This design comes from an exercise in tuning for small area, a short achievable clock period and few clock cycles per item on the open sky130 flow, not from production work.
No functional check of the RTL was part of any run shown here.
Power and IR drop assume default switching activity.

==> flow/design.v, too long to show whole: its modules and the start of the top module <==
// module multiplier: 1672 lines
// module mul_fa: 10 lines
// module mul_xor: 7 lines
module multiplier #(
    parameter WIDTH = 32
)(
    input  logic                   clk,
    input  logic                   rst_n,
    input  logic                   start,
    input  logic [WIDTH-1:0]       a,
    input  logic [WIDTH-1:0]       b,
    output logic [2*WIDTH-1:0]     result,
    output logic                   done
);
  // ...
==> flow/run.sh <==
#!/bin/bash
# synth_recipe.tcl (not shown) runs the flow's synth.tcl, then flattens the netlist and writes it again
# the make line also repeats each setting of config.mk as NAME=value (left out here)
make -C /OpenROAD-flow-scripts/flow DESIGN_CONFIG=/design/flow/config.mk WORK_HOME=/design/flow/orfs CLKGATE_MAP_FILE= SYNTH_SCRIPT=/design/flow/synth_recipe.tcl finish
==> flow/config.mk <==
export PLATFORM = sky130hd
export DESIGN_NAME = multiplier
export DESIGN_NICKNAME = multiplier
export VERILOG_FILES = /design/flow/design.v
export SDC_FILE = /design/flow/constraint.sdc
export NUM_CORES = 4
export LEC_CHECK = 0
export ABC_AREA = 1
export CAP_MARGIN = 20
export CORE_MARGIN = 2
export CORE_UTILIZATION = 60
export SLEW_MARGIN = 20
export SYNTH_HIERARCHICAL = 1
export SYNTH_MINIMUM_KEEP_SIZE = 0
==> flow/constraint.sdc <==
create_clock -name core_clock -period 5.0 [get_ports {clk}]
set_input_delay 1.0000 -clock core_clock [delete_from_list [all_inputs] [get_ports {clk}]]
set_output_delay 1.0000 -clock core_clock [all_outputs]
set_load 0.01 [all_outputs]
==> notes.md, run 1 <==
# TYPE chip_impl_metric gauge
chip_impl_info{name="status",value="no timing/DRC/antenna violations"} 1
chip_impl_metric{name="worst_slew_pin_slew",unit="ns"} 0.737
chip_impl_metric{name="postLayoutSetupSlackWorst",unit="ns"} 0.0772
chip_impl_info{name="cp-startpoint",value="r31_0$_DFFE_PP_"} 1
chip_impl_metric{name="detail_route.wirelength.met1",unit="um"} 33300
chip_impl_metric{name="port_buffers",unit=""} 131
chip_impl_info{name="mostFrequentLayoutCells",value="518 x sky130_fd_sc_hd__xor2_1, 496 x sky130_fd_sc_hd__o22ai_1, 470 x sky130_fd_sc_hd__fa_1, 338 x sky130_fd_sc_hd__nand2_1, 301 x sky130_fd_sc_hd__inv_1"} 1
chip_impl_metric{name="number_of_synthesized_flops_with_an_enable_pin",unit=""} 139
chip_impl_metric{name="timing.final.hold_violations",unit=""} 0
chip_impl_metric{name="die_width",unit="um"} 217
chip_impl_metric{name="instances_no_fill",unit=""} 3641
chip_impl_metric{name="fillCellCount",unit=""} 3261
chip_impl_metric{name="grt_pass1_wl",unit="um"} 144000
chip_impl_metric{name="pwr.group.clock",unit="mW"} 1.34
chip_impl_metric{name="clock-sinks",unit=""} 140
chip_impl_metric{name="cts_made_buffers",unit=""} 17
chip_impl_info{name="synth_top_area_cell",value="sky130_fd_sc_hd__fa_1"} 1
chip_impl_metric{name="synthesis.nets",unit=""} 3483
chip_impl_metric{name="p_comb",unit="mW"} 20.4
chip_impl_metric{name="ys_seq_area_share",unit="%"} 15.5
chip_impl_metric{name="n_multi_input_combinational_cell",unit=""} 2134
chip_impl_metric{name="hpwl",unit="um"} 70600
chip_impl_metric{name="vdd_ir_drop_max",unit="uV"} 1390
chip_impl_info{name="unrepaired_setup_endpoints_after_global_routing",value="yes"} 1
chip_impl_metric{name="synth_xor_xnor_area_share",unit="%"} 16.7
chip_impl_metric{name="finalMaxSlewViolations",unit=""} 0
chip_impl_metric{name="timing.final.crit_period",unit="ns"} 4.92
chip_impl_metric{name="p_comb_share",unit="%"} 82.1
chip_impl_metric{name="clock_cell_area_share",unit="%"} 1.85
chip_impl_metric{name="clockBufferDepth",unit=""} 2
chip_impl_metric{name="n_all_buffers",unit=""} 442
==> run 2: changes to the inputs <==
--- a/flow/design.v
+++ b/flow/design.v
@@ -575,17 +575,17 @@
   mul_fa s1_u274 (.x(s1_s269), .y(s1_s270), .z(s1_c258), .s(s1_s274), .c(s1_c274));
   wire s1_s275, s1_c275;
   mul_fa s1_u275 (.x(s1_c259), .y(s1_c260), .z(s1_s271), .s(s1_s275), .c(s1_c275));
   wire s1_s276, s1_c276;
   mul_fa s1_u276 (.x(s1_s272), .y(s1_s273), .z(s1_c261), .s(s1_s276), .c(s1_c276));
   wire s1_s277, s1_c277;
   mul_fa s1_u277 (.x(s1_c262), .y(s1_s274), .z(s1_c263), .s(s1_s277), .c(s1_c277));
   wire s1_s278, s1_c278;
-  mul_fa s1_u278 (.x(s1_s275), .y(s1_s276), .z(s1_c264), .s(s1_s278), .c(s1_c278));
+  mul_fa s1_u278 (.x(s1_s275), .y(s1_c264), .z(s1_s276), .s(s1_s278), .c(s1_c278));
   wire s1_s279, s1_c279;
   mul_fa s1_u279 (.x((a[5] & b[31])), .y(bp[10][17]), .z(bp[11][15]), .s(s1_s279), .c(s1_c279));
   wire s1_s280, s1_c280;
   mul_fa s1_u280 (.x(bp[12][13]), .y(bp[13][11]), .z(bp[14][9]), .s(s1_s280), .c(s1_c280));
   wire s1_s281, s1_c281;
   mul_fa s1_u281 (.x(bp[15][7]), .y(bp[3][31]), .z(bp[4][29]), .s(s1_s281), .c(s1_c281));
   wire s1_s282, s1_c282;
   mul_fa s1_u282 (.x(bp[5][27]), .y(bp[6][25]), .z(bp[7][23]), .s(s1_s282), .c(s1_c282));
@@ -771,17 +771,17 @@
   mul_fa s1_u372 (.x(s1_c359), .y(s1_c360), .z(s1_c361), .s(s1_s372), .c(s1_c372));
   wire s1_s373, s1_c373;
   mul_fa s1_u373 (.x(s1_s368), .y(s1_s369), .z(s1_s370), .s(s1_s373), .c(s1_c373));
   wire s1_s374, s1_c374;
   mul_fa s1_u374 (.x(s1_c362), .y(s1_c363), .z(s1_s371), .s(s1_s374), .c(s1_c374));
   wire s1_s375, s1_c375;
   mul_fa s1_u375 (.x(s1_s372), .y(s1_s373), .z(s1_c364), .s(s1_s375), .c(s1_c375));
   wire s1_s376, s1_c376;
-  mul_fa s1_u376 (.x(s1_c365), .y(s1_s374), .z(s1_s375), .s(s1_s376), .c(s1_c376));
+  mul_fa s1_u376 (.x(s1_c365), .y(s1_s374), .z(s1_c366), .s(s1_s376), .c(s1_c376));
   wire s1_s377 = ~((a[14] & b[31]) ^ bp[10][26]);
   wire s1_c377 = (a[14] & b[31]) | bp[10][26];
   wire s1_s378, s1_c378;
   mul_fa s1_u378 (.x(bp[11][24]), .y(bp[12][22]), .z(bp[13][20]), .s(s1_s378), .c(s1_c378));
   wire s1_s379, s1_c379;
   mul_fa s1_u379 (.x(bp[14][18]), .y(bp[15][16]), .z(bp[7][32]), .s(s1_s379), .c(s1_c379));
   wire s1_s380, s1_c380;
   mul_fa s1_u380 (.x(bp[8][30]), .y(bp[9][28]), .z(s1_c368), .s(s1_s380), .c(s1_c380));
@@ -805,17 +805,17 @@
   mul_fa s1_u389 (.x(~bn[7]), .y(s1_c377), .z(s1_c378), .s(s1_s389), .c(s1_c389));
   wire s1_s390, s1_c390;
   mul_fa s1_u390 (.x(s1_c379), .y(s1_s386), .z(s1_s387), .s(s1_s390), .c(s1_c390));
   wire s1_s391, s1_c391;
   mul_fa s1_u391 (.x(s1_s388), .y(s1_c380), .z(s1_c381), .s(s1_s391), .c(s1_c391));
   wire s1_s392, s1_c392;
   mul_fa s1_u392 (.x(s1_s389), .y(s1_s390), .z(s1_c382), .s(s1_s392), .c(s1_c392));
   wire s1_s393, s1_c393;
-  mul_fa s1_u393 (.x(s1_c383), .y(s1_s391), .z(s1_s392), .s(s1_s393), .c(s1_c393));
+  mul_fa s1_u393 (.x(s1_c383), .y(s1_s391), .z(s1_c384), .s(s1_s393), .c(s1_c393));
   wire s1_s394 = ~((a[16] & b[31]) ^ bp[10][28]);
   wire s1_c394 = (a[16] & b[31]) | bp[10][28];
   wire s1_s395, s1_c395;
   mul_fa s1_u395 (.x(bp[11][26]), .y(bp[12][24]), .z(bp[13][22]), .s(s1_s395), .c(s1_c395));
   wire s1_s396, s1_c396;
   mul_fa s1_u396 (.x(bp[14][20]), .y(bp[15][18]), .z(bp[8][32]), .s(s1_s396), .c(s1_c396));
   wire s1_s397, s1_c397;
   mul_fa s1_u397 (.x(bp[9][30]), .y(s1_c386), .z(s1_c387), .s(s1_s397), .c(s1_c397));
@@ -1177,18 +1177,18 @@
       r35_1 <= s1_s264;
       r35_2 <= s1_s265;
       r35_3 <= s1_c252;
       r36_0 <= s1_s277;
       r36_1 <= s1_c265;
       r36_2 <= s1_s278;
       r37_0 <= s1_c277;
       r37_1 <= s1_s289;
-      r37_2 <= s1_c278;
-      r37_3 <= s1_s290;
+      r37_2 <= s1_s290;
+      r37_3 <= s1_c278;
       r38_0 <= s1_s301;
       r38_1 <= s1_c290;
       r38_2 <= s1_s302;
       r39_0 <= s1_c302;
       r39_1 <= s1_s314;
       r40_0 <= s1_c313;
       r40_1 <= s1_s324;
       r40_2 <= s1_s325;
@@ -1197,24 +1197,24 @@
       r41_1 <= s1_s336;
       r42_0 <= s1_c336;
       r42_1 <= s1_s347;
       r43_0 <= s1_s356;
       r43_1 <= s1_c347;
       r43_2 <= s1_s357;
       r44_0 <= s1_c357;
       r44_1 <= s1_s367;
-      r45_0 <= s1_c366;
-      r45_1 <= s1_c367;
-      r45_2 <= s1_s376;
+      r45_0 <= s1_s375;
+      r45_1 <= s1_s376;
+      r45_2 <= s1_c367;
       r46_0 <= s1_c376;
       r46_1 <= s1_s385;
-      r47_0 <= s1_c384;
-      r47_1 <= s1_c385;
-      r47_2 <= s1_s393;
+      r47_0 <= s1_s392;
+      r47_1 <= s1_s393;
+      r47_2 <= s1_c385;
       r48_0 <= s1_c393;
       r48_1 <= s1_s401;
       r49_0 <= s1_c400;
       r49_1 <= s1_s408;
       r49_2 <= s1_c401;
       r50_0 <= s1_c408;
       r50_1 <= s1_s415;
       r51_0 <= s1_s422;
@@ -1675,15 +1675,35 @@
     input  logic y,
     input  logic z,
     output logic s,
     output logic c
 );
   assign s = x ^ y ^ z;
   assign c = (x & y) | (x & z) | (y & z);
 endmodule
+module mul_faf (
+    input  logic x,
+    input  logic y,
+    input  logic z,
+    output logic s,
+    output logic c
+);
+  logic p;
+  mul_xor u_p (.x(x), .y(y), .s(p));
+  mul_xor u_s (.x(p), .y(z), .s(s));
+  mul_maj u_c (.x(x), .y(y), .z(z), .c(c));
+endmodule
+module mul_maj (
+    input  logic x,
+    input  logic y,
+    input  logic z,
+    output logic c
+);
+  assign c = (x & y) | (z & (x | y));
+endmodule
 module mul_xor (
     input  logic x,
     input  logic y,
     output logic s
 );
   assign s = x ^ y;
 endmodule
==> flow/flow/run.sh (new file) <==
#!/bin/bash
# The standard layout (the standard.sh, unchanged synthesis), except that
# the input and output ports are buffered with sky130_fd_sc_hd__buf_2 cells
# instead of the delay cells that buffer_ports picks by default.
set -o pipefail
export BUFFER_PORTS_ARGS="-buffer_cell sky130_fd_sc_hd__buf_2"
bash standard.sh > standard.log 2>&1
==> flow/standard.sh (new file) <==
#!/bin/bash
# synth_recipe.tcl (not shown) runs the flow's synth.tcl, then flattens the netlist and writes it again
# the make line also repeats each setting of config.mk as NAME=value (left out here)
make -C /OpenROAD-flow-scripts/flow DESIGN_CONFIG=/design/flow/config.mk WORK_HOME=/design/flow/orfs CLKGATE_MAP_FILE= SYNTH_SCRIPT=/design/flow/synth_recipe.tcl "${@:-finish}"
==> flow/config.mk (replaced) <==
export PLATFORM = sky130hd
export DESIGN_NAME = multiplier
export DESIGN_NICKNAME = multiplier
export VERILOG_FILES = /design/flow/design.v
export SDC_FILE = /design/flow/constraint.sdc
export NUM_CORES = 4
export LEC_CHECK = 0
export ABC_AREA = 1
export CAP_MARGIN = 20
export CORE_MARGIN = 2
export CORE_UTILIZATION = 40
export GPL_TIMING_DRIVEN = 0
export SLEW_MARGIN = 20
export SYNTH_HIERARCHICAL = 1
export SYNTH_MINIMUM_KEEP_SIZE = 0
removed: flow/run.sh
==> run 2 against run 1 <==
Hold slack got worse by 0.36 ns. Global-route usage fell by 11 points. Via count fell by 2.6%. Final cell count rose by 6.5%. Sequential share of layout area rose by 0.90 points. Clock-buffer cell count fell by 2. Combinational power fell by 12%. Maximum frequency fell by 3.2%. First-iteration DRC count fell by 3.6%. Now fails the layout checks on negative setup slack.
==> notes.md, run 2 <==
# TYPE chip_impl_metric gauge
chip_impl_info{name="status",value="complete, but fails checks"} 1
chip_impl_info{name="failed_checks",value="negative setup slack"} 1
chip_impl_info{name="synth_top_area_cell",value="sky130_fd_sc_hd__fa_1"} 1
chip_impl_metric{name="max_slew_margin",unit="%"} 27.5
chip_impl_metric{name="synth_cell_types",unit=""} 36
chip_impl_info{name="worst_setup_path_end_kind",value="register"} 1
chip_impl_metric{name="htree_num_levels",unit=""} 4
chip_impl_metric{name="drv_cap",unit=""} 0
chip_impl_metric{name="postLayoutSetupSlackWorst",unit="ns"} -0.0842
chip_impl_metric{name="number_of_synthesized_flops_with_an_enable_pin",unit=""} 139
chip_impl_metric{name="finalMaxSlewViolations",unit=""} 0
chip_impl_info{name="synth_top_flop_cell",value="sky130_fd_sc_hd__edfxtp_1"} 1
chip_impl_info{name="yosys-top-cells-area",value="sky130_fd_sc_hd__fa_1 35%, sky130_fd_sc_hd__xor2_1 17%, sky130_fd_sc_hd__edfxtp_1 15%, sky130_fd_sc_hd__o22ai_1 11%, sky130_fd_sc_hd__ha_1 5.0%"} 1
chip_impl_info{name="mostFrequentLayoutCells",value="511 x sky130_fd_sc_hd__xor2_1, 493 x sky130_fd_sc_hd__o22ai_1, 470 x sky130_fd_sc_hd__fa_1, 343 x sky130_fd_sc_hd__nand2_1, 298 x sky130_fd_sc_hd__inv_1"} 1
chip_impl_metric{name="ys_seq_area_share",unit="%"} 15.5
chip_impl_metric{name="first_pass_drt_iterations",unit=""} 5
chip_impl_metric{name="detail_route.wirelength",unit="um"} 107000
chip_impl_metric{name="number_of_nets_in_the_final_layout",unit=""} 3637
chip_impl_metric{name="post-place-cells",unit=""} 3840
chip_impl_info{name="synth.most_common_cell",value="sky130_fd_sc_hd__xor2_1"} 1
chip_impl_metric{name="gr-total-overflow",unit=""} 0
chip_impl_metric{name="power.static_leakage",unit="nW"} 13.3
chip_impl_metric{name="antenna_left",unit=""} 0
chip_impl_metric{name="via_total_after_detailed_routing",unit=""} 22800
chip_impl_metric{name="critPathArrivalTime",unit="ns"} 5.25
chip_impl_metric{name="worst_slew_pin_slew",unit="ns"} 1.09
chip_impl_info{name="clk_root_buffer_cell",value="sky130_fd_sc_hd__clkbuf_16"} 1
chip_impl_metric{name="design.core.area",unit="um^2"} 67300
chip_impl_metric{name="grt_pass1_wl",unit="um"} 155000
chip_impl_metric{name="initialDrtViolationCount",unit=""} 2725
chip_impl_metric{name="finish.instance_area",unit="um^2"} 30200
chip_impl_metric{name="synthesis.nets",unit=""} 3483
chip_impl_metric{name="cts_made_buffers",unit=""} 17
chip_impl_metric{name="layout-area-overhead-vs-synth",unit="%"} 11.0
chip_impl_metric{name="effective_utilization_at_floorplan",unit="%"} 40.4
chip_impl_info{name="unrepaired_setup_endpoints_after_global_routing",value="yes"} 1
chip_impl_metric{name="instances_no_fill",unit=""} 3876
chip_impl_metric{name="hpwl",unit="um"} 85100
chip_impl_info{name="synth.cells.most_frequent",value="518 x sky130_fd_sc_hd__xor2_1, 496 x sky130_fd_sc_hd__o22ai_1, 472 x sky130_fd_sc_hd__fa_1"} 1
chip_impl_metric{name="floorplan.rows",unit=""} 95
chip_impl_info{name="cp-startpoint",value="a[15]"} 1
chip_impl_metric{name="io-pin-count",unit=""} 132
chip_impl_metric{name="global_route.usage.total",unit="%"} 31.0
chip_impl_metric{name="grt_max_degree",unit=""} 74
chip_impl_metric{name="clock.fmax",unit="MHz"} 197
chip_impl_metric{name="via_count_of_the_first_global_routing_pass",unit=""} 23000
chip_impl_metric{name="die_h",unit="um"} 265
chip_impl_info{name="timing.hold.worst.class",value="in -> async"} 1
chip_impl_metric{name="die_area",unit="um^2"} 70000
chip_impl_metric{name="port_buffers",unit=""} 130
chip_impl_metric{name="detail_route.wl_per_cell",unit="um"} 27.6
chip_impl_metric{name="final_gp_congestion",unit=""} 1.03
chip_impl_metric{name="crit_required",unit="ns"} 5.17
chip_impl_metric{name="netlist_instances",unit=""} 2836
chip_impl_metric{name="min_period_over_period",unit="%"} 102
chip_impl_metric{name="post-synth-top-area-fraction",unit="%"} 34.8
chip_impl_metric{name="die_width",unit="um"} 265
chip_impl_info{name="critical_path_source_type",value="primary input"} 1
chip_impl_metric{name="clk_transition_reported_paths",unit="ns"} 0.06
chip_impl_metric{name="powerDensity",unit="nW/um^2"} 741
chip_impl_metric{name="post_route_cells_drive_above_1_share",unit="%"} 11.8
chip_impl_metric{name="clockBufferDepth",unit=""} 2
chip_impl_info{name="final_common_cell",value="sky130_fd_sc_hd__xor2_1"} 1
chip_impl_metric{name="detail_route.vias_per_cell",unit=""} 5.88
chip_impl_metric{name="worstPathMaxFanout",unit=""} 10
chip_impl_metric{name="power.total",unit="mW"} 22.4
chip_impl_metric{name="timing.final.hold_violations",unit=""} 0
chip_impl_metric{name="synth_seq_cells",unit=""} 140
chip_impl_metric{name="multi_input_logic_area",unit="um^2"} 21200
chip_impl_metric{name="place_area",unit="um^2"} 29000
chip_impl_metric{name="synthesis.area",unit="um^2"} 27200
chip_impl_metric{name="synth_async_sr_flop_share",unit="%"} 0.714
chip_impl_metric{name="timing.final.crit_period",unit="ns"} 5.08
chip_impl_metric{name="synth.avg_cell_area",unit="um^2"} 9.58
chip_impl_metric{name="vdd_ir_drop_max",unit="uV"} 670
chip_impl_metric{name="antennaDiodeCount",unit=""} 0
chip_impl_metric{name="grt_antenna_before_repair",unit=""} 1
chip_impl_metric{name="final.hold.worst_slack",unit="ns"} 0.276
chip_impl_metric{name="ys_warn_count",unit=""} 7
chip_impl_metric{name="detail_route.drc_violations",unit=""} 0
chip_impl_metric{name="fillCellCount",unit=""} 6569
chip_impl_metric{name="clock-sinks",unit=""} 140
chip_impl_metric{name="setup-violations-final",unit=""} 7
chip_impl_info{name="tritoncts_clock_tree",value="yes"} 1
chip_impl_info{name="worstSetupPathType",value="in -> reg"} 1
chip_impl_metric{name="ff_latch_area",unit="um^2"} 4200
==> run 2: worst max-delay path by stage <==
| stage | end | slack, ns | cells after the start |
|---|---|---|---|
| final | r32_0$_DFFE_PP_ | -0.08 | 10 |
| after detailed placement | r32_1$_DFFE_PP_ | -1.32 | 12 |
| after floorplan | r32_1$_DFFE_PP_ | 0.18 | 12 |
| after global placement | r32_1$_DFFE_PP_ | -1.33 | 12 |
| after CTS | result[63] | 0.002 | 19 |
| after global routing | result[63] | -0.05 | 19 |
==> run 2: what timing repair did <==
item,in CTS,in global routing
pin swaps,5,8
resized for setup,83,146
hold buffers,0,0
setup endpoints to repair,91,68
setup buffers,2,6
gates cloned,0,0
==> run 2: routing by layer <==
layer,track usage (%),vias up,share of wire [%]
li1,-,9690,-
met1,40.3,11300,39
met2,47.4,1455,44
met3,7.81,352,10
met4,17.1,2,6.4
met5,0,-,0.013
==> run 2: cell type report <==
type / instances / area share [%]
plain buffers: 257 / 3.76
clock buffers: 17 / 1.41
clock inverters: 15 / 0.618
repair buffers: 139 / 2.55
well taps: 873 / 3.62
inverters: 301 / 3.75
flip-flops and latches: 140 / 13.9
multi-input cells: 2134 / 70.4
==> run 2: cell families (layout without fill, tap and decap cells) <==
kind of cell | Yosys count | in the layout | synth area share (%)
XOR/XNOR | 518 | 518 | 16.7
AO/OA/AOI/OAI | 580 | 580 | 13.4
adder cells (fa/ha/maj) | 580 | 580 | 39.7
buffers and inverters | 562 | 729 | 7.86
AND/OR/NAND/NOR | 456 | 456 | 6.87
flip-flops | 140 | 140 | 15.5
==> run 2: power breakdown <==
group          switching, mW  internal [mW]  leakage [nW]
Sequential             0.227           2.82          1.37
Clock                  0.566          0.789         0.289
Combinational           10.4           7.57          11.6
Total                   11.2           11.2          13.3
==> run 2: stage by stage <==
stage,utilization (%),setup TNS (ns),worst slack [ns]
final,44.8,-0.267,-0.0842
after global routing,44.8,-0.162,-0.0542
after CTS,44.3,0,0.00178
after detailed placement,43.0,-84.91,-1.32
after global placement,43.0,-84.73,-1.33
after floorplan,-,0,0.185
==> run 2: Yosys stat by module (local to each module, per instance) <==
module      copies in the design  area (um^2)
multiplier                     1        16500
mul_fa                       472         20.0
mul_xor                       63         18.8
==> run 2: worst max-delay path, stage by stage <==
cell                       delay, ns
sky130_fd_sc_hd__buf_2          0.12
sky130_fd_sc_hd__inv_1          0.29
sky130_fd_sc_hd__clkbuf_1       0.82
sky130_fd_sc_hd__o22ai_1        0.30
sky130_fd_sc_hd__xor2_1         0.23
sky130_fd_sc_hd__fa_1           0.54
sky130_fd_sc_hd__fa_1           0.47
sky130_fd_sc_hd__fa_1           0.44
sky130_fd_sc_hd__fa_1           0.45
sky130_fd_sc_hd__fa_1           0.58

re-timing with driven ports:
The results above use ideal ports. As a check the final layouts listed here were re-extracted and re-timed, cells and wires unchanged. Step 1, drivers: a clkbuf_16 drives clk and a buf_2 each remaining input, both assumed. Step 2 adds t to the input delays and takes it off the output delays; t is the mean of the earliest and latest rising clock arrival at the registers after step 1. Input paths then give back, and output paths get back, about the clock's delay inside the block. Slacks: no drivers / after step 1 / after step 2; pairs: no drivers / after step 1.
run | shift t [ns] | setup slack, ns | worst setup path after step 2 | latest minus earliest clock arrival (ns)
run 1 | 0.553 | 0.077 / 0.017 / -0.336 | input to register | 0.010 / 0.010
run 2 | 0.548 | -0.084 / -0.044 / -0.593 | input to register | 0.023 / 0.023
With both steps, setup timing fails in run 1, where it was met with ideal ports. The setup slack of run 2, which loses most, moves by +0.040 ns with the drivers and by -0.509 ns with both steps.
